This is an optimization exercise on Yosys and OpenROAD, whose aim is small area, a short achievable clock period and few clock cycles, not a production implementation.
Function was checked by simulation only, so behaviour that the tests miss may differ from the original.
No activity file was given, so power comes from the tool's default toggle rates.

<file path="design/flow/design.v">
module constant_multiplier #(parameter IN_WIDTH=8, parameter OUT_WIDTH=11, parameter MULTIPLIER=2) (
	input		logic	[IN_WIDTH-1:0]		multiplicand,
   output	logic	[OUT_WIDTH-1:0]	product
);
	always_comb
		case(MULTIPLIER)
			2: 	product 	= multiplicand << 1;
			3: 	product 	= (multiplicand << 1) + multiplicand;
			5: 	product 	= (multiplicand << 2) + multiplicand;
		endcase
endmodule
module multiply_by_constant_avalon_st 
# (parameter IN_WIDTH=8, parameter OUT_WIDTH=11, parameter MULTIPLIER=2 )
(
	input		logic								clock,                                              
	input    logic								reset,
	output  	logic								in_ready,                                                   
	input		logic								in_valid,                                           
	input		logic		[IN_WIDTH-1:0]		in_data,
	input		logic								in_startofpacket,
	input		logic								in_endofpacket,
	input		logic								out_ready,                                          
	output	logic								out_valid,                                                 
	output	logic								out_startofpacket,
	output	logic								out_endofpacket,
	output	logic		[OUT_WIDTH-1:0]	out_data
);
	logic					[OUT_WIDTH-1:0]	product;
	enum logic [3:0] { 
		IN_READY				= 4'b0001, 
		OUT_DATA_VALID 	= 4'b0010,
		OUT_SOP_VALID 		= 4'b0100,
		OUT_EOP_VALID 		= 4'b1000
	} state, next_state; 
	always_comb begin
		next_state = state;
		unique case(state)
			IN_READY:			if (in_valid) begin
										if (in_startofpacket) 			next_state = OUT_SOP_VALID;
										else if (in_endofpacket) 		next_state = OUT_EOP_VALID;
										else 									next_state = OUT_DATA_VALID;
									end
			OUT_SOP_VALID,
			OUT_EOP_VALID,
			OUT_DATA_VALID:	if (out_ready) next_state = IN_READY;
		endcase
	end
	always_ff @(posedge clock, posedge reset)
		if (reset) begin
			out_data <= '0;
			state <= IN_READY;
		end
		else begin 
			if (state == IN_READY) begin
				unique case(next_state)
					OUT_DATA_VALID:	out_data <= product;
					OUT_SOP_VALID,
					OUT_EOP_VALID:		out_data <= in_data;
					default:				;
				endcase
			end
			state <= next_state;
		end
	assign in_ready = (state == IN_READY);
	assign out_valid = ~in_ready;
	assign out_startofpacket = (state == OUT_SOP_VALID);
	assign out_endofpacket = (state == OUT_EOP_VALID);
	constant_multiplier #(.IN_WIDTH(IN_WIDTH), .OUT_WIDTH(OUT_WIDTH), .MULTIPLIER(MULTIPLIER)) um0 (
		.multiplicand		(in_data),
		.product
	);
endmodule
module ordered_merge_avalon_st
#(parameter DATA_WIDTH=8, CSR_WIDTH=8, SEND_ENDOFPACKET=1'b1, END_PACKET_VALUE=0)
(
	input		logic								clock,
	input    logic								reset,
	output  	logic								a_ready,
	input		logic								a_valid,
	input		logic		[DATA_WIDTH-1:0]	a_data,
	input		logic								a_startofpacket,
	input		logic								a_endofpacket,
	output  	logic								b_ready,
	input		logic								b_valid,
	input		logic		[DATA_WIDTH-1:0]	b_data,
	input		logic								b_startofpacket,
	input		logic								b_endofpacket,
	input		logic								out_ready,
	output	logic								out_valid,
	output	logic		[DATA_WIDTH-1:0]	out_data,
	output	logic								out_startofpacket,
	output	logic								out_endofpacket,
	input		logic		[2:0]					csr_address,
	input		logic								csr_read,
	input		logic								csr_write,
	output	logic		[CSR_WIDTH-1:0]	csr_readdata,
	input		logic		[CSR_WIDTH-1:0]	csr_writedata
);
	enum logic [4:0] {
		IDLE			= 5'b00001, 
		READ_A		= 5'b00010,
		READ_B		= 5'b00100,
		WRITE_DATA	= 5'b01000,
		WRITE_EOP	= 5'b10000
	} state, next_state;
	logic [DATA_WIDTH-1:0] a;
	logic [DATA_WIDTH-1:0] b;
	logic [DATA_WIDTH-1:0] last_out_data;
	logic is_first;
	logic a_loaded;
	logic b_loaded;
	logic a_closed;
	logic b_closed;
	always_comb 
	if (csr_read)
		unique case(csr_address)
			3'b000:		csr_readdata 	= state;
			3'b001:		csr_readdata 	= { a_loaded, b_loaded, a_closed, b_closed, is_first };
			3'b010:		csr_readdata 	= a;
			3'b011:		csr_readdata  	= (DATA_WIDTH > CSR_WIDTH) ? a[DATA_WIDTH-1: CSR_WIDTH] : '0;
			3'b100:		csr_readdata 	= b;
			3'b101:		csr_readdata  	= (DATA_WIDTH > CSR_WIDTH) ? b[DATA_WIDTH-1: CSR_WIDTH] : '0;
			3'b110:		csr_readdata 	= last_out_data;
			3'b111:		csr_readdata  	= (DATA_WIDTH > CSR_WIDTH) ? last_out_data[DATA_WIDTH-1: CSR_WIDTH] : '0;
		endcase
	else
		csr_readdata = 'x;
	logic a_is_repeat;
	logic b_is_repeat;
	always_comb begin
		a_is_repeat = ~is_first && (a_data == last_out_data);
		b_is_repeat = ~is_first && (b_data == last_out_data);
	end
	always_comb begin
		next_state = state;
		unique case(state)
			IDLE:			if (a_valid && ~a_loaded && ~a_closed)				next_state = READ_A;
							else if (b_valid && ~b_loaded && ~b_closed)		next_state = READ_B;
			READ_A:		if (a_endofpacket && b_closed) 						next_state = WRITE_EOP;
							else if (a_endofpacket && b_loaded)					next_state = WRITE_DATA;
							else if (~a_endofpacket && ~a_is_repeat 
											&& (b_loaded | b_closed) ) 			next_state = WRITE_DATA;		
							else															next_state = IDLE;
			READ_B:		if (b_endofpacket && a_closed) 						next_state = WRITE_EOP;
							else if (b_endofpacket && a_loaded)					next_state = WRITE_DATA;
							else if (~b_endofpacket && ~b_is_repeat 
											&& (a_loaded | a_closed) ) 			next_state = WRITE_DATA;		
							else															next_state = IDLE;
			WRITE_DATA,
			WRITE_EOP:	if (out_ready)												next_state = IDLE;
		endcase
	end
	always_ff @(posedge clock, posedge reset) begin
		if (reset) begin
			state 			<= IDLE;
			a 					<= '0;
			b					<= '0;
			a_loaded 		<= '0;
			b_loaded 		<= '0;
			a_closed 		<= '0;
			b_closed 		<= '0;
			is_first 		<= '1;
			last_out_data 	<= '0;
		end
		else begin	
			unique case(state)
				IDLE:			;
				READ_A:		begin
									a <= a_data;
									if (a_endofpacket)		a_closed <= '1;
									else if (~a_is_repeat)	a_loaded <= '1;
								end
				READ_B:		begin
									b <= b_data;
									if (b_endofpacket) 		b_closed <= '1;
									else if (~b_is_repeat)	b_loaded <= '1;
								end
				WRITE_DATA:	if (next_state == IDLE) begin
									if (a <= b || b_closed) begin
										a_loaded = '0;
										last_out_data <= a;
									end
									if (b <= a || a_closed) begin
										b_loaded = '0;
										last_out_data <= b;
									end
									is_first <= '0;
								end
				WRITE_EOP: 	if (next_state == IDLE) begin
									a 					<= '0;
									b					<= '0;
									a_loaded 		<= '0;
									b_loaded 		<= '0;
									a_closed 		<= '0;
									b_closed 		<= '0;
									is_first 		<= '1;
									last_out_data 	<= '0;
								end
			endcase
			state <= next_state;
		end
	end
	always_comb begin
		a_ready				= (state == READ_A);
		b_ready				= (state == READ_B);
		out_valid			= (state == WRITE_DATA || (state == WRITE_EOP && SEND_ENDOFPACKET));
		out_endofpacket 	= (state == WRITE_EOP && SEND_ENDOFPACKET);
		out_startofpacket = '0;
		if (state == WRITE_DATA) begin
				if (!a_loaded)											out_data = b;
				else if (!b_loaded) 									out_data = b;
				else 														out_data = (a <= b) ? a : b;
		end
		else if 	(state == WRITE_EOP && SEND_ENDOFPACKET) 	out_data = END_PACKET_VALUE;
		else 																out_data = 'x;
	end
endmodule
module lowpass_filter_avalon_st
# (parameter IN_WIDTH				= 8,	 
	parameter OUT_WIDTH				= 8,	 
	parameter DEFAULT_CUTOFF		= -1,	 
	parameter FORWARD_DELIMITERS 	= 0,	 
	parameter EOP_ON_EXCEED 		= 0,	 
	parameter NEW_EOP_VALUE			= 0	 
)	
(
	input		logic								clock,
	input    logic								reset,
	output  	logic								in_ready,
	input		logic								in_valid,
	input		logic								in_startofpacket,
	input		logic								in_endofpacket,
	input		logic		[IN_WIDTH-1:0]		in_data,
	input		logic								out_ready,
	output	logic								out_valid,
	output	logic								out_startofpacket,
	output	logic								out_endofpacket,
	output	logic		[OUT_WIDTH-1:0]	out_data,
	input		logic								cutoff_write,
	input		logic		[OUT_WIDTH-1:0]	cutoff_writedata,
	input		logic								cutoff_read,
	output	logic		[OUT_WIDTH-1:0]	cutoff_readdata,
	output	logic								wait_for_eop
);
	logic [IN_WIDTH-1:0] 	cutoff;
	logic [OUT_WIDTH-1:0]	data;
	logic in_sop_valid;
	logic in_eop_valid;
	logic in_data_valid;
	always_ff @(posedge clock, posedge reset)
		if (reset) begin
			cutoff <= DEFAULT_CUTOFF;
		end
		else begin
			if (cutoff_write) cutoff <= cutoff_writedata;
		end
	assign cutoff_readdata = cutoff_read ? cutoff : 'x;
	enum logic [5:0] { 
		WAIT_FOR_DATA		= 6'b000001,
		FORWARD_DATA 		= 6'b000010,
		FORWARD_SOP 		= 6'b000100,
		FORWARD_EOP 		= 6'b001000,
		OUTPUT_NEW_EOP		= 6'b010000,
		WAIT_FOR_EOP		= 6'b100000
	} state, next_state;
	always_comb begin
		in_sop_valid 	= in_valid & in_startofpacket & FORWARD_DELIMITERS;
		in_eop_valid 	= in_valid & in_endofpacket & FORWARD_DELIMITERS;
		in_data_valid 	= in_valid & ~in_startofpacket & ~in_endofpacket;
		next_state = state;
		unique case(state)
			WAIT_FOR_DATA:		if (in_data_valid) begin
										if (in_data <= cutoff)		next_state = FORWARD_DATA;
										else if (EOP_ON_EXCEED)		next_state = OUTPUT_NEW_EOP;
									end
									else if (in_sop_valid) 			next_state = FORWARD_SOP;
									else if (in_eop_valid) 			next_state = FORWARD_EOP;
			FORWARD_DATA,	
			FORWARD_SOP,
			FORWARD_EOP:		if (out_ready) 					next_state = WAIT_FOR_DATA;
			OUTPUT_NEW_EOP:	if (out_ready)						next_state = WAIT_FOR_EOP;
			WAIT_FOR_EOP:		if (in_valid & in_endofpacket)	next_state = WAIT_FOR_DATA;
			default:														next_state = WAIT_FOR_DATA;
		endcase
	end
	always_ff @(posedge clock, posedge reset)
		if (reset) begin
			data 				<= '0;
 			state 			<= WAIT_FOR_DATA;
		end
		else begin 
			if (state == WAIT_FOR_DATA) begin
				unique case(next_state)
					FORWARD_DATA,
					FORWARD_SOP,
					FORWARD_EOP:		data <= in_data;
					OUTPUT_NEW_EOP:	data <= NEW_EOP_VALUE;
					default:				;
				endcase
			end
			state <= next_state;
		end
	assign in_ready 				= (state == WAIT_FOR_DATA || state == WAIT_FOR_EOP);
	assign out_valid 				= ~in_ready;
	assign out_data 				= out_valid ? data : 'x;
	assign out_startofpacket 	= out_valid ? (state == FORWARD_SOP) : 'x;
	assign out_endofpacket 		= out_valid ? (state == FORWARD_EOP || state == OUTPUT_NEW_EOP) : 'x;
	assign wait_for_eop			= (state == WAIT_FOR_EOP);
endmodule
module priority_merge_avalon_st
#(parameter WIDTH=8)
(
	input		logic							clock,
	input    logic							reset,
	output  	logic							a_ready,
	input		logic							a_valid,
	input		logic		[WIDTH-1:0]		a_data,
	input		logic							a_startofpacket,
	input		logic							a_endofpacket,
	output  	logic							b_ready,
	input		logic							b_valid,
	input		logic		[WIDTH-1:0]		b_data,
	input		logic							b_startofpacket,
	input		logic							b_endofpacket,
	input		logic							out_ready,
	output	logic							out_valid,
	output	logic		[WIDTH-1:0]		out_data,
	output	logic							out_startofpacket,
	output	logic							out_endofpacket
);
	enum logic [1:0] { EMPTY, A_LOADED, B_LOADED, FULL } state, next_state;
	logic [WIDTH-1:0] a;
	logic 				a_sop;
	logic 				a_eop;
	logic [WIDTH-1:0] b;
	logic 				b_sop;
	logic 				b_eop;
	always_comb begin
		next_state = state;
		unique case(state)
			EMPTY:		if 		(a_valid && b_valid)			next_state = FULL;
							else if 	(a_valid)						next_state = A_LOADED;
							else if 	(b_valid)						next_state = B_LOADED;
			A_LOADED:	if 		(out_ready && b_valid) 		next_state = B_LOADED;
							else if  (out_ready && (!b_valid))	next_state = EMPTY;
							else if  ((!out_ready) &&  b_valid)	next_state = FULL;
			B_LOADED:	if 		(out_ready && a_valid)		next_state = A_LOADED;
							else if 	(out_ready && (!a_valid))	next_state = EMPTY;
							else if 	((!out_ready) && a_valid)	next_state = FULL;
			FULL:			if (out_ready) 							next_state = B_LOADED;
		endcase
	end
	always_ff @(posedge clock, posedge reset) begin
		if (reset)
			state <= EMPTY;
		else begin
			unique case(state)
				EMPTY:		begin
									if (next_state == A_LOADED || next_state == FULL) begin
										a <= a_data;
										a_sop <= a_startofpacket;
										a_eop <= a_endofpacket;
									end
									if (next_state == B_LOADED || next_state == FULL) begin 	
										b <= b_data;
										b_sop <= b_startofpacket;
										b_eop <= b_endofpacket;
									end
								end
				A_LOADED:	if (next_state == FULL) begin
									b <= b_data;
									b_sop <= b_startofpacket;
									b_eop <= b_endofpacket;
								end
				B_LOADED:	if (next_state == FULL) begin
									a <= a_data;
									a_sop <= a_startofpacket;
									a_eop <= a_endofpacket;
								end
				FULL:			;
			endcase
			state <= next_state;
		end
	end
	always_comb begin
		a_ready		= (state == EMPTY || state == B_LOADED);
		b_ready		= (state == EMPTY || state == A_LOADED);
		out_valid 	= (state != EMPTY);
		if (state == A_LOADED || state == FULL) begin
			out_data = a;
			out_startofpacket = a_sop;
			out_endofpacket = a_eop;
		end 
		else if (state == B_LOADED) begin
			out_data = b;
			out_startofpacket = b_sop;
			out_endofpacket = b_eop;
		end
		else begin
			out_data = '0;
			out_startofpacket = '0;
			out_endofpacket = '0;
		end
	end
endmodule
module hamming_controller
# (parameter WIDTH					= 8	 
)	
(
	input		logic							clock,
	input    logic							reset,
	input		logic							out_ready,
	output	logic							out_valid,
	output	logic							out_startofpacket,
	output	logic							out_endofpacket,
	output	logic		[WIDTH-1:0]		out_data,
	input		logic							csr_address,
	input		logic							csr_read,
	input		logic							csr_write,
	output	logic		[WIDTH-1:0]		csr_readdata,
	input		logic		[WIDTH-1:0]		csr_writedata,
	input	logic								busy
);
	logic [WIDTH-1:0] initial_value;
	logic 				start_signal;
	enum logic [3:0] { 
		IDLE		= 4'b0001,
		STARTING	= 4'b0010,
		RUNNING 	= 4'b0100,
		BUSY 		= 4'b1000
	} state, next_state;
	assign start_signal 			= csr_write & ~csr_address & csr_writedata[0];
	always_ff @(posedge clock, posedge reset)
		if (reset) begin
			initial_value <= 1'b1;
		end
		else begin
			if (csr_write & csr_address) initial_value <= csr_writedata;
		end
	always_comb 
		if (csr_read)
			unique case(csr_address)
				1'b0:		csr_readdata 	= { {28{1'b0}}, state };
				1'b1:		csr_readdata 	= initial_value;
			endcase
		else
			csr_readdata = 'x;
	always_comb begin
		next_state = state;
		unique case(state)
			IDLE:			if (start_signal)	next_state = STARTING;
			STARTING: 	if (out_ready)		next_state = RUNNING;
			RUNNING:		if (busy)			next_state = BUSY;
			BUSY:			if (~busy)			next_state = IDLE;
			default:								next_state = IDLE;
		endcase
	end
	always_ff @(posedge clock, posedge reset)
		if (reset)
 			state	<= IDLE;
		else
			state	<= next_state;
	assign out_valid 				= (state == STARTING);
	assign out_data 				= out_valid ? initial_value : 'x;
	assign out_startofpacket 	= out_valid ? '0 : 'x;
	assign out_endofpacket 		= out_valid ? '0 : 'x;
endmodule
module st_fifo
#(parameter WIDTH = 16, parameter DEPTH_LOG2 = 6)
(
	input		logic						clock,
	input		logic						reset,
	output	logic						in_ready,
	input		logic						in_valid,
	input		logic		[WIDTH-1:0]	in_data,
	input		logic						in_startofpacket,
	input		logic						in_endofpacket,
	input		logic						out_ready,
	output	logic						out_valid,
	output	logic		[WIDTH-1:0]	out_data,
	output	logic						out_startofpacket,
	output	logic						out_endofpacket
);
	localparam DEPTH = 1 << DEPTH_LOG2;
	logic [WIDTH+1:0]			mem [0:DEPTH-1];
	logic [DEPTH_LOG2-1:0]	wr_ptr;
	logic [DEPTH_LOG2-1:0]	rd_ptr;
	logic [DEPTH_LOG2:0]		count;
	logic push;
	logic pop;
	assign in_ready	= (count != DEPTH);
	assign out_valid	= (count != 0);
	assign push			= in_valid & in_ready;
	assign pop			= out_valid & out_ready;
	assign {out_startofpacket, out_endofpacket, out_data} = mem[rd_ptr];
	always_ff @(posedge clock)
		if (push) mem[wr_ptr] <= {in_startofpacket, in_endofpacket, in_data};
	always_ff @(posedge clock, posedge reset)
		if (reset) begin
			wr_ptr	<= '0;
			rd_ptr	<= '0;
			count		<= '0;
		end
		else begin
			if (push) wr_ptr <= wr_ptr + 1'b1;
			if (pop)  rd_ptr <= rd_ptr + 1'b1;
			count <= count + {{DEPTH_LOG2{1'b0}}, push} - {{DEPTH_LOG2{1'b0}}, pop};
		end
endmodule
module st_splitter
#(parameter WIDTH = 16, parameter N = 4)
(
	output	logic						in_ready,
	input		logic						in_valid,
	input		logic		[WIDTH-1:0]	in_data,
	input		logic						in_startofpacket,
	input		logic						in_endofpacket,
	input		logic		[N-1:0]		out_ready,
	output	logic		[N-1:0]		out_valid,
	output	logic		[WIDTH-1:0]	out_data,
	output	logic						out_startofpacket,
	output	logic						out_endofpacket
);
	assign in_ready				= &out_ready;
	assign out_valid				= {N{in_valid & in_ready}};
	assign out_data				= in_data;
	assign out_startofpacket	= in_startofpacket;
	assign out_endofpacket		= in_endofpacket;
endmodule
module hamming_accel
#(parameter WIDTH = 16)
(
	input		logic						clock,
	input		logic						reset,
	input		logic		[1:0]			csr_address,
	input		logic						csr_read,
	input		logic						csr_write,
	input		logic		[WIDTH-1:0]	csr_writedata,
	output	logic		[WIDTH-1:0]	csr_readdata,
	input		logic						out_ready,
	output	logic						out_valid,
	output	logic		[WIDTH-1:0]	out_data,
	output	logic						out_endofpacket
);
	localparam PWIDTH = WIDTH + 3;		 
	logic ctl_valid, ctl_ready, ctl_sop, ctl_eop;
	logic [WIDTH-1:0] ctl_data;
	logic flt_valid, flt_ready, flt_sop, flt_eop;
	logic [WIDTH-1:0] flt_data;
	logic val_valid, val_ready, val_sop, val_eop;
	logic [WIDTH-1:0] val_data;
	logic [3:0] spl_valid, spl_ready;
	logic spl_sop, spl_eop;
	logic [WIDTH-1:0] spl_data;
	logic f2_valid, f2_ready, f2_sop, f2_eop;
	logic f3_valid, f3_ready, f3_sop, f3_eop;
	logic f5_valid, f5_ready, f5_sop, f5_eop;
	logic [WIDTH-1:0] f2_data, f3_data, f5_data;
	logic m2_valid, m2_ready, m2_sop, m2_eop;
	logic m3_valid, m3_ready, m3_sop, m3_eop;
	logic m5_valid, m5_ready, m5_sop, m5_eop;
	logic [PWIDTH-1:0] m2_data, m3_data, m5_data;
	logic m23_valid, m23_ready, m23_sop, m23_eop;
	logic [PWIDTH-1:0] m23_data;
	logic m235_valid, m235_ready, m235_sop, m235_eop;
	logic [PWIDTH-1:0] m235_data;
	logic busy;
	logic [WIDTH-1:0] ctl_readdata;
	logic [WIDTH-1:0] cutoff_readdata;
	logic ctl_sel, cutoff_sel;
	assign ctl_sel		= ~csr_address[1];
	assign cutoff_sel	= (csr_address == 2'd2);
	always_comb
		if (!csr_read)				csr_readdata = '0;
		else case (csr_address)
			2'd0:						csr_readdata = {{(WIDTH-1){1'b0}}, ~ctl_readdata[0]};
			2'd1:						csr_readdata = ctl_readdata;
			2'd2:						csr_readdata = cutoff_readdata;
			default:					csr_readdata = '0;
		endcase
	hamming_controller #(.WIDTH(WIDTH)) controller (
		.clock, .reset,
		.out_ready			(ctl_ready),
		.out_valid			(ctl_valid),
		.out_startofpacket(ctl_sop),
		.out_endofpacket	(ctl_eop),
		.out_data			(ctl_data),
		.csr_address		(csr_address[0]),
		.csr_read			(csr_read & ctl_sel),
		.csr_write			(csr_write & ctl_sel),
		.csr_readdata		(ctl_readdata),
		.csr_writedata		(csr_writedata),
		.busy					(busy)
	);
	priority_merge_avalon_st #(.WIDTH(WIDTH)) insert_input (
		.clock, .reset,
		.a_ready(ctl_ready), .a_valid(ctl_valid), .a_data(ctl_data),
		.a_startofpacket(ctl_sop), .a_endofpacket(ctl_eop),
		.b_ready(flt_ready), .b_valid(flt_valid), .b_data(flt_data),
		.b_startofpacket(flt_sop), .b_endofpacket(flt_eop),
		.out_ready(val_ready), .out_valid(val_valid), .out_data(val_data),
		.out_startofpacket(val_sop), .out_endofpacket(val_eop)
	);
	st_splitter #(.WIDTH(WIDTH), .N(4)) output_splitter (
		.in_ready(val_ready), .in_valid(val_valid), .in_data(val_data),
		.in_startofpacket(val_sop), .in_endofpacket(val_eop),
		.out_ready(spl_ready), .out_valid(spl_valid), .out_data(spl_data),
		.out_startofpacket(spl_sop), .out_endofpacket(spl_eop)
	);
	assign spl_ready[3]		= out_ready;
	assign out_valid			= spl_valid[3];
	assign out_data			= spl_data;
	assign out_endofpacket	= spl_eop;
	st_fifo #(.WIDTH(WIDTH), .DEPTH_LOG2(6)) multiply_by_2_ingress_fifo (
		.clock, .reset,
		.in_ready(spl_ready[0]), .in_valid(spl_valid[0]), .in_data(spl_data),
		.in_startofpacket(spl_sop), .in_endofpacket(spl_eop),
		.out_ready(f2_ready), .out_valid(f2_valid), .out_data(f2_data),
		.out_startofpacket(f2_sop), .out_endofpacket(f2_eop)
	);
	st_fifo #(.WIDTH(WIDTH), .DEPTH_LOG2(7)) multiply_by_3_ingress_fifo (
		.clock, .reset,
		.in_ready(spl_ready[1]), .in_valid(spl_valid[1]), .in_data(spl_data),
		.in_startofpacket(spl_sop), .in_endofpacket(spl_eop),
		.out_ready(f3_ready), .out_valid(f3_valid), .out_data(f3_data),
		.out_startofpacket(f3_sop), .out_endofpacket(f3_eop)
	);
	st_fifo #(.WIDTH(WIDTH), .DEPTH_LOG2(7)) multiply_by_5_ingress_fifo (
		.clock, .reset,
		.in_ready(spl_ready[2]), .in_valid(spl_valid[2]), .in_data(spl_data),
		.in_startofpacket(spl_sop), .in_endofpacket(spl_eop),
		.out_ready(f5_ready), .out_valid(f5_valid), .out_data(f5_data),
		.out_startofpacket(f5_sop), .out_endofpacket(f5_eop)
	);
	multiply_by_constant_avalon_st #(.IN_WIDTH(WIDTH), .OUT_WIDTH(PWIDTH), .MULTIPLIER(2)) multiply_by_2 (
		.clock, .reset,
		.in_ready(f2_ready), .in_valid(f2_valid), .in_data(f2_data),
		.in_startofpacket(f2_sop), .in_endofpacket(f2_eop),
		.out_ready(m2_ready), .out_valid(m2_valid), .out_data(m2_data),
		.out_startofpacket(m2_sop), .out_endofpacket(m2_eop)
	);
	multiply_by_constant_avalon_st #(.IN_WIDTH(WIDTH), .OUT_WIDTH(PWIDTH), .MULTIPLIER(3)) multiply_by_3 (
		.clock, .reset,
		.in_ready(f3_ready), .in_valid(f3_valid), .in_data(f3_data),
		.in_startofpacket(f3_sop), .in_endofpacket(f3_eop),
		.out_ready(m3_ready), .out_valid(m3_valid), .out_data(m3_data),
		.out_startofpacket(m3_sop), .out_endofpacket(m3_eop)
	);
	multiply_by_constant_avalon_st #(.IN_WIDTH(WIDTH), .OUT_WIDTH(PWIDTH), .MULTIPLIER(5)) multiply_by_5 (
		.clock, .reset,
		.in_ready(f5_ready), .in_valid(f5_valid), .in_data(f5_data),
		.in_startofpacket(f5_sop), .in_endofpacket(f5_eop),
		.out_ready(m5_ready), .out_valid(m5_valid), .out_data(m5_data),
		.out_startofpacket(m5_sop), .out_endofpacket(m5_eop)
	);
	ordered_merge_avalon_st #(.DATA_WIDTH(PWIDTH), .CSR_WIDTH(WIDTH), .SEND_ENDOFPACKET(1'b1), .END_PACKET_VALUE(0)) merge_x2_x3 (
		.clock, .reset,
		.a_ready(m2_ready), .a_valid(m2_valid), .a_data(m2_data),
		.a_startofpacket(m2_sop), .a_endofpacket(m2_eop),
		.b_ready(m3_ready), .b_valid(m3_valid), .b_data(m3_data),
		.b_startofpacket(m3_sop), .b_endofpacket(m3_eop),
		.out_ready(m23_ready), .out_valid(m23_valid), .out_data(m23_data),
		.out_startofpacket(m23_sop), .out_endofpacket(m23_eop),
		.csr_address(3'd0), .csr_read(1'b0), .csr_write(1'b0),
		.csr_readdata(), .csr_writedata('0)
	);
	ordered_merge_avalon_st #(.DATA_WIDTH(PWIDTH), .CSR_WIDTH(WIDTH), .SEND_ENDOFPACKET(1'b1), .END_PACKET_VALUE(0)) merge_x2_x3_x5 (
		.clock, .reset,
		.a_ready(m23_ready), .a_valid(m23_valid), .a_data(m23_data),
		.a_startofpacket(m23_sop), .a_endofpacket(m23_eop),
		.b_ready(m5_ready), .b_valid(m5_valid), .b_data(m5_data),
		.b_startofpacket(m5_sop), .b_endofpacket(m5_eop),
		.out_ready(m235_ready), .out_valid(m235_valid), .out_data(m235_data),
		.out_startofpacket(m235_sop), .out_endofpacket(m235_eop),
		.csr_address(3'd0), .csr_read(1'b0), .csr_write(1'b0),
		.csr_readdata(), .csr_writedata('0)
	);
	lowpass_filter_avalon_st #(.IN_WIDTH(PWIDTH), .OUT_WIDTH(WIDTH), .DEFAULT_CUTOFF((1 << WIDTH) - 1),
		.FORWARD_DELIMITERS(0), .EOP_ON_EXCEED(1), .NEW_EOP_VALUE(0)) filter (
		.clock, .reset,
		.in_ready(m235_ready), .in_valid(m235_valid), .in_data(m235_data),
		.in_startofpacket(m235_sop), .in_endofpacket(m235_eop),
		.out_ready(flt_ready), .out_valid(flt_valid), .out_data(flt_data),
		.out_startofpacket(flt_sop), .out_endofpacket(flt_eop),
		.cutoff_write(csr_write & cutoff_sel), .cutoff_writedata(csr_writedata),
		.cutoff_read(csr_read & cutoff_sel), .cutoff_readdata(cutoff_readdata),
		.wait_for_eop(busy)
	);
endmodule
</file>
<file path="design/flow/run.sh">
#!/bin/bash
# synth_recipe.tcl (not shown) runs the flow's synth.tcl, then flattens the netlist and writes it again
# the make line also repeats each setting of config.mk as NAME=value (left out here)
make -C /OpenROAD-flow-scripts/flow DESIGN_CONFIG=/design/flow/config.mk WORK_HOME=/design/flow/orfs CLKGATE_MAP_FILE= SYNTH_SCRIPT=/design/flow/synth_recipe.tcl finish
</file>
<file path="design/flow/config.mk">
export PLATFORM = sky130hd
export DESIGN_NAME = hamming_accel
export DESIGN_NICKNAME = hamming_accel
export VERILOG_FILES = /design/flow/design.v
export SDC_FILE = /design/flow/constraint.sdc
export NUM_CORES = 4
export LEC_CHECK = 0
export CAP_MARGIN = 20
export CORE_MARGIN = 2
export CORE_UTILIZATION = 40
export SLEW_MARGIN = 20
</file>
<file path="design/flow/constraint.sdc">
create_clock -name core_clock -period 8.0 [get_ports {clock}]
set_input_delay 1.6000 -clock core_clock [delete_from_list [all_inputs] [get_ports {clock}]]
set_output_delay 1.6000 -clock core_clock [all_outputs]
set_load 0.01 [all_outputs]
</file>
==> results.cfg <==
[logic_synthesis]
netlist_instances = 10700
synthArstFlopShare_pct = 5.20
post_synth_and_or_nand_nor_area_fraction_pct = 2.09
post-synth-top-area-cell = sky130_fd_sc_hd__edfxtp_1
yosys_most_used_dff = sky130_fd_sc_hd__edfxtp_1
yosysWarningCount = 13
netlist_top_cells_area = sky130_fd_sc_hd__edfxtp_1 (72%), sky130_fd_sc_hd__mux4_2 (18%), sky130_fd_sc_hd__dfrtp_1 (3.0%)
netlist-cell-type-count = 84
syn_nets = 10900
synth-seq-area-share_pct = 75.8
post_synth_instance_area_sq_um = 240000
synth_area_in_compound_gates_pct = 1.29
top_cells_by_instance_count_after_synthesis = sky130_fd_sc_hd__edfxtp_1 (5,794), sky130_fd_sc_hd__mux4_2 (1,873), sky130_fd_sc_hd__nor2_1 (476), sky130_fd_sc_hd__clkbuf_1 (350), sky130_fd_sc_hd__nand2_1 (307)
synth.area.mux_share_pct = 18.3
post_synth_xor_area_fraction_pct = 0.569
synth_top_family_by_area = multiplexers
synth-edff-count = 5794
synth_most_common_cell = sky130_fd_sc_hd__edfxtp_1
synth-adder-area-share_pct = 0.667
synth_seq_cells = 6112
synth_top_cell_area_share_pct = 72.5
synthesis.area_per_instance_sq_um = 22.4

[place]
dp_cells = 18800
io_buffer_count = 56
final_estimated_routing_congestion_in_global_placement = 0.864
hpwl_microns = 362000
placed_cell_area_sq_um = 254000

[die]
initial_core_util_pct = 40.1
die_w_microns = 779
placeableCoreArea_sq_um = 598000
floorplan.rows = 284
io_pins = 57
die_height_microns = 779
floorplan.die_area_sq_um = 606000

[timing]
setup_viol_count_final = 0
fin_setup_tns_ps = 0
post-route-min-period_ps = 6550
worst_slew_pin_slew_ps = 1150
slew_violations = 0
fin_crit_sh_pct = 81.9
slew_headroom_pct = 23.0
fin_worst_skew_ps = 74.6
achievable-frequency_mhz = 153
hold_viol = 0
grt_setup_unrepaired = no

[power_and_ir_drop]
ir_drop_mv = 0.243
clock_power_share_pct = 42.0
switching_power_uw = 14400
seq_power_share_pct = 53.9
total_leakage_power_uw = 0.0863
fin_total_pwr_uw = 67000
intPower_uw = 52600
combinational_fraction_of_design_power_pct = 4.1
cellPowerDensity_nw_per_um2 = 245
switching_share_pct = 21.5

[critical_path]
startpoint_type = flop
r2r-start = multiply_by_5_ingress_fifo.rd_ptr[0]$_DFFE_PP0P_
worstRegToRegCells = 18
critPathMaxFanout = 38
critical_path_arrival_ps = 7520
rr_endpoint = multiply_by_5.out_data[16]$_DFFE_PP0P_
required_ps = 8970
setup.worst_path.class = flop to flop
worst-r2r-setup-slack_ps = 1450
worst_setup_path_end_kind = flop

[global_routing]
grt_first_pass_wirelength_microns = 879000
largest_net_degree_at_the_start_of_global_routing = 193
gr-total-overflow = 0
grt_pass1_vias = 118000
track_usage_pct = 20.0
grt_antenna_before_repair = 41

[clocking]
htreeDepth = 6
cts_root_buf = sky130_fd_sc_hd__clkbuf_16
clk-insertion-delay-late_ps = 1110
clockBufferDepth = 4
cts_tree = done
postCtsHoldBufs = 0
cts_resized = 0
cts_num_sinks = 6112
cts_setup_buffers = 0
cts_buf_count = 616
clk_pin_slew_worst_paths_ps = 60

[final_layout]
drive_gt1_share_pct = 31.1
multi_input_area_sq_um = 56200
final_nets = 11500
stdcell_count = 19900
synthToLayoutAreaGrowth_pct = 14.0
nFillCells = 48700
finalInstanceArea_sq_um = 274000
seqCellArea_sq_um = 182000

[route]
avgRoutedWirePerCell_microns = 31.0
via_density = 5.78
vias = 115000
detail-route-antenna-nets = 0
finalWirelength_microns = 617000
detail_route.drc_violations = 0
drt_iter0_markers = 13600
detail_route.first_pass.iterations = 6

[min_path]
min_path_type = flop to flop
min_path_cells = 0
worst_hold_path.endpoint = insert_input.b[3]$_DFFE_PP_
hold_sp = filter.data[3]$_DFFE_PP0P_

[run_status]
outcome = finished clean

[job]
timing.max_cap.violations = 0
==> how the worst max path moves through the flow <==
stage | start | to
finish | multiply_by_5_ingress_fifo.rd_ptr[0]$_DFFE_PP0P_ | multiply_by_5.out_data[16]$_DFFE_PP0P_
global route | multiply_by_5_ingress_fifo.rd_ptr[0]$_DFFE_PP0P_ | multiply_by_5.out_data[16]$_DFFE_PP0P_
CTS | multiply_by_3_ingress_fifo.rd_ptr[0]$_DFFE_PP0P_ | multiply_by_3.out_data[15]$_DFFE_PP0P_
detailed placement | multiply_by_3_ingress_fifo.rd_ptr[0]$_DFFE_PP0P_ | multiply_by_3.out_data[15]$_DFFE_PP0P_
global placement | multiply_by_3_ingress_fifo.rd_ptr[0]$_DFFE_PP0P_ | multiply_by_3.out_data[15]$_DFFE_PP0P_
floorplan | insert_input.state[1]$_DFF_PP0_ | out_endofpacket
==> power by group through the flow <==
stage	clock, uW	sequential (uW)	combinational, uW
after detailed placement	0	36800	2790
after floorplan	0	37000	1590
after global placement	0	36700	2600
final	28100	36100	2760
after CTS	28700	36100	2790
after global routing	29900	36100	3020
==> per-layer routing <==
layer / share of wire, % / GRT usage (%)
met5: 0.0016 / 0
met1: 41 / 28.1
met2: 49 / 33.1
met3: 7.4 / 2.96
met4: 2.8 / 5.41
==> worst max-delay path, stage by stage, from the launching register on <==
cell                       delay (ps)
sky130_fd_sc_hd__dfrtp_4         1110
sky130_fd_sc_hd__buf_12           330
sky130_fd_sc_hd__buf_4            230
sky130_fd_sc_hd__mux4_2           520
sky130_fd_sc_hd__mux4_2           560
sky130_fd_sc_hd__mux4_2           560
sky130_fd_sc_hd__mux2i_1          360
sky130_fd_sc_hd__fa_1             280
sky130_fd_sc_hd__nor2b_1           60
sky130_fd_sc_hd__o21ai_0          230
sky130_fd_sc_hd__a21boi_0         170
sky130_fd_sc_hd__o21ai_0          490
sky130_fd_sc_hd__a211oi_1         210
sky130_fd_sc_hd__o31ai_1          340
sky130_fd_sc_hd__nand2b_1         100
sky130_fd_sc_hd__a21oi_1          250
sky130_fd_sc_hd__o211ai_1         170
sky130_fd_sc_hd__xnor2_1          150
sky130_fd_sc_hd__a31o_2           260
==> logic make-up (layout without fill, tap and decap cells) <==
kind of cell               count (synthesis)  count (layout)
AOI/OAI and AO/OA                        466             466
xor gates and xnor gates                 156             156
adders and majority gates                125             125
buffers and inverters                    693            1858
DFF                                     6112            6112
muxes                                   2035            2035
other                                      0              20
and+or+nand+nor                         1126            1126
==> registers in the layout (all words and copies together), names as in the netlist, 8 cells and up <==
| name | cells |
|---|---|
| merge_x2_x3_x5.b | 19 |
| merge_x2_x3.last_out_data | 18 |
| multiply_by_5_ingress_fifo.mem | 2304 |
| multiply_by_2.out_data | 17 |
| merge_x2_x3.b | 18 |
| insert_input.a | 16 |
| multiply_by_3_ingress_fifo.mem | 2304 |
| multiply_by_5_ingress_fifo.count | 8 |
| multiply_by_3_ingress_fifo.count | 8 |
| multiply_by_3.out_data | 18 |
| multiply_by_5.out_data | 19 |
| controller.initial_value | 16 |
| merge_x2_x3_x5.last_out_data | 19 |
| filter.data | 16 |
| merge_x2_x3.a | 17 |
| filter.cutoff | 16 |
| merge_x2_x3_x5.a | 18 |
| multiply_by_2_ingress_fifo.mem | 1152 |
| insert_input.b | 16 |
==> through the flow <==
step	setup WS, ps	hold WS, ps	util (%)
global placement	1210	456	42.5
floorplan	889	426	-
detailed placement	1580	438	42.5
CTS	1580	452	45.7
global route	1170	475	45.8
finish	1450	455	45.8
==> cell usage in the layout, fill, tap and decap left out, types with 102 or more instances in the layout <==
| master | instances |
|---|---|
| sky130_fd_sc_hd__buf_4 | 513 |
| sky130_fd_sc_hd__clkbuf_1 | 143 |
| sky130_fd_sc_hd__clkbuf_16 | 631 |
| sky130_fd_sc_hd__clkinv_1 | 114 |
| sky130_fd_sc_hd__clkinv_2 | 102 |
| sky130_fd_sc_hd__dfrtp_1 | 276 |
| sky130_fd_sc_hd__edfxtp_1 | 5794 |
| sky130_fd_sc_hd__ha_1 | 120 |
| sky130_fd_sc_hd__inv_1 | 126 |
| sky130_fd_sc_hd__mux4_2 | 1873 |
| sky130_fd_sc_hd__nand2_1 | 307 |
| sky130_fd_sc_hd__nor2_1 | 249 |
| sky130_fd_sc_hd__nor2_2 | 190 |
==> area by class of cell <==
class / instances / share of cell area, %
multi-input combinational: 3908 / 20.5
tap: 8008 / 3.66
clock buffer: 781 / 6.00
clock inverter: 330 / 1.14
sequential: 6112 / 66.5
inverter: 129 / 0.178
timing repair buffer: 618 / 1.96
antenna: 20 / 0.0183
Testbench counts, summed over its fixed seeds: cycles 221,890.

==> port drivers added, routing unchanged <==
The results above use ideal ports. As a check the final layout listed here was re-extracted and re-timed, cells and wires unchanged. Step 1 assumes that a clkbuf_16 drives the clock port and a buf_2 every other input. Step 2 adds t to the input delays and takes it off the output delays; t is the mean of the earliest and latest rising clock arrival at the registers after step 1. Input paths then give back, and output paths get back, about the clock's delay inside the block. Three values: no drivers, after step 1, after step 2; two values: the first two.
shift t [ns]: 1.192
slack for setup (ns): 1.447 / 1.447 / 1.447
hold WS [ns]: 0.455 / 0.455 / 0.455
latest minus earliest clock arrival (ns): 0.090 / 0.090
cell pins on the clock port's net: 1
After both steps this run still meets setup and hold. For this run, drivers alone change the setup slack by 0.000 ns; drivers and shift together by 0.000 ns.
